This is an optimization exercise on Yosys and OpenROAD, whose aim is small area, a short achievable clock period and few clock cycles, not a production implementation. At most, simulation tests tie the RTL to the original design; equivalence was not proved. Power and IR drop assume default switching activity.

// main
module main(input clk, input rst, input start, input [31:0] n, input [63:0] exponent,
    output ready, output done, output [31:0] prime1
    );
	localparam ITER = 4;
	localparam K    = 36 / ITER;      
	reg st_idle, st_norm, st_dbl, st_n3, st_mul, st_conv, st_fin, st_gcd, st_neg;
	reg        done_r;
	reg [32:0] a;         
	reg [63:0] er;        
	reg [6:0]  bl;        
	reg [6:0]  cnt;
	reg        first;     
	reg [33:0] v;
	reg [36:0] S;         
	reg [35:0] C;         
	reg        cin;       
	reg [ITER-1:0] xb;    
	reg [ITER-1:0] xyl;   
	reg [ITER-1:0] u;     
	reg [33:0] n3;        
	assign ready  = st_idle;
	assign done   = done_r;
	assign prime1 = a[31:0];
	wire [35:0] s_nx, c_nx;
	wire        cin_nx;
	modBigNumbers mont (.s(S[35:0]), .c(C), .cin(cin), .x(xb), .y(v), .xyl(xyl), .u(u), .number(a[31:0]),
		.n3(n3), .so(s_nx), .co(c_nx), .cout(cin_nx));
	wire [ITER-1:0] u_nx;
	montInv minv (.n(n[ITER-1:0]), .u(u_nx));
	wire        same = (S[36] == a[32]);
	wire [36:0] a_x  = {{4{a[32]}}, a};
	wire [36:0] pa = st_conv ? {1'b0, S[35:0]} :
	                 st_gcd  ? S :
	                 st_n3   ? {a_x[35:0], 1'b0} :
	                 (first | st_neg) ? 37'd0 : {2'b00, v, 1'b0};
	wire [36:0] pb = st_conv ? {1'b0, C} :
  ...
Size: ~3800 cells after synthesis, roughly 270 flip-flops, ~130 I/O pins, roughly 27000 um^2 of cells after synthesis.
clock: 8.0 ns
lec_check: 0
abc_area: 1
cap_margin: 20
core_margin: 2
core_utilization: 55
setup_slack_margin: 3.5
slew_margin: 20
synth_memory_max_bits: 65536
run.sh (not shown) runs the stock make flow with config.mk's settings and CLKGATE_MAP_FILE= SYNTH_SCRIPT=/design/flow/synth_recipe.tcl, a recipe that flattens the netlist after the stock synthesis.
==> next run, changes <==
ABC_AREA = not set   (was 1)
After rerunning: The changed run produced a clean layout. Core utilization came out lower by 1.5 points. Power falls by roughly a tenth. Final cell count goes down by roughly a tenth. First-iteration DRC count drops by a quarter to a third. Final area barely changes. Wire length drops by a little under a tenth.
Function was not checked in any run of this note: the RTL went through the layout flow alone.

Another version of the RTL of main (not shown whole).
For scale: about 270 flip-flops, about 27000 µm² of cells after synthesis.
Settings: LEC_CHECK=0, CAP_MARGIN=20, CORE_MARGIN=2, CORE_UTILIZATION=55, SETUP_SLACK_MARGIN=4, SLEW_MARGIN=20, SYNTH_MEMORY_MAX_BITS=65536; clock period 8.0 ns.
standard.sh (not shown) runs the stock make flow with config.mk's settings and CLKGATE_MAP_FILE= SYNTH_SCRIPT=/design/flow/synth_recipe.tcl, a recipe that flattens the netlist after the stock synthesis.
==> flow/flow/run.sh <==
#!/bin/bash
set -euo pipefail
export BUFFER_PORTS_ARGS="-buffer_cell sky130_fd_sc_hd__buf_1"
bash standard.sh > standard.log 2>&1
Testbench counts at the start, summed over its fixed seeds: cycles 98,636.
Edit:
==> flow/run.sh (new file) <==
#!/bin/bash
# synth_recipe.tcl (not shown) runs the flow's synth.tcl, then flattens the netlist and writes it again
# the make line also repeats each setting of config.mk as NAME=value (left out here)
make -C /OpenROAD-flow-scripts/flow DESIGN_CONFIG=/design/flow/config.mk WORK_HOME=/design/flow/orfs CLKGATE_MAP_FILE= SYNTH_SCRIPT=/design/flow/synth_recipe.tcl finish
--- a/flow/config.mk
+++ b/flow/config.mk
@@ -10,2 +10,2 @@
-export CORE_UTILIZATION = 55
-export SETUP_SLACK_MARGIN = 4
+export CORE_UTILIZATION = 40
+export SETUP_SLACK_MARGIN = 3.5
removed: flow/flow/run.sh
removed: flow/standard.sh
The new run ran to the end with no violations.
Global-route usage goes down by 14 points.
Count of clock-buffer cells in the layout goes up by 3.
Total power goes down by 11%.
Die area goes up by 37%.
Edit:
==> flow/flow/run.sh (new file) <==
#!/bin/bash
set -euo pipefail
export BUFFER_PORTS_ARGS="-buffer_cell sky130_fd_sc_hd__buf_1"
bash standard.sh > standard.log 2>&1
==> flow/standard.sh (new file) <==
#!/bin/bash
# synth_recipe.tcl (not shown) runs the flow's synth.tcl, then flattens the netlist and writes it again
# the make line also repeats each setting of config.mk as NAME=value (left out here)
make -C /OpenROAD-flow-scripts/flow DESIGN_CONFIG=/design/flow/config.mk WORK_HOME=/design/flow/orfs CLKGATE_MAP_FILE= SYNTH_SCRIPT=/design/flow/synth_recipe.tcl "${@:-finish}"
--- a/flow/config.mk
+++ b/flow/config.mk
@@ -10 +10 @@
-export CORE_UTILIZATION = 40
+export CORE_UTILIZATION = 55
removed: flow/run.sh
Clock skew falls by 0.0071 ns.
Non-clock buffer count decreases by 15.
Total power goes down by 2.1%.
Routed wire length fell by 6.4%.
Cell area decreases by 4.5%.
Sequential share of layout area goes up by 1.0 points.
Die area fell by 27%.
Setup slack improves by 0.072 ns.
Maximum frequency went up by 1.6%.
Synthesized cell count does not change.
Edit:
==> flow/run.sh (new file) <==
#!/bin/bash
# synth_recipe.tcl (not shown) runs the flow's synth.tcl, then flattens the netlist and writes it again
# the make line also repeats each setting of config.mk as NAME=value (left out here)
make -C /OpenROAD-flow-scripts/flow DESIGN_CONFIG=/design/flow/config.mk WORK_HOME=/design/flow/orfs CLKGATE_MAP_FILE= SYNTH_SCRIPT=/design/flow/synth_recipe.tcl finish
removed: flow/flow/run.sh
removed: flow/standard.sh
Design area increases by 3.6%.
Worst hold slack gets worse by 0.055 ns.
Via count grows by 2.2%.
Non-clock buffer count went up by 25.
Final cell count goes up by 0.60%.
Fmax rose by 2.2%.
Die area is unchanged.
Critical path depth went down by 2.
Wire length climbs by 5.2%.
Total power is higher by 0.86%.

==> afterwards: timing with drivers on the ports <==
No port has a modelled driver above. Below, the same layouts with a new extraction and two added sets of constraints. Step 1 (the two cells are an assumption about what drives the block):
set clk [get_ports {clk}]
set_driving_cell -lib_cell sky130_fd_sc_hd__clkbuf_16 $clk
set_driving_cell -lib_cell sky130_fd_sc_hd__buf_2 [delete_from_list [all_inputs] $clk]
Step 2 adds t to the input delays and takes it off the output delays; t is the mean of the earliest and latest rising clock arrival at the registers after step 1. Input paths then give back, and output paths get back, about the clock's delay inside the block. Three values: no drivers, after step 1, after step 2; two values: the first two.
| run | t, ns | setup slack, ns | worst setup path at the end |
|---|---|---|---|
| the first run of note 1 | 0.637 | 3.066 / 3.066 / 3.066 | register to register |
| the second run of note 1 | 0.625 | 3.137 / 3.137 / 3.137 | register to register |
| the first run of note 2 | 0.633 | 3.589 / 3.589 / 3.589 | register to register |
| the second run of note 2 | 0.634 | 3.433 / 3.433 / 3.433 | register to register |
| the third run of note 2 | 0.615 | 3.505 / 3.505 / 3.505 | register to register |
| the fourth run of note 2 | 0.622 | 3.603 / 3.603 / 3.603 | register to register |
After both steps setup and hold are still met in every run listed.
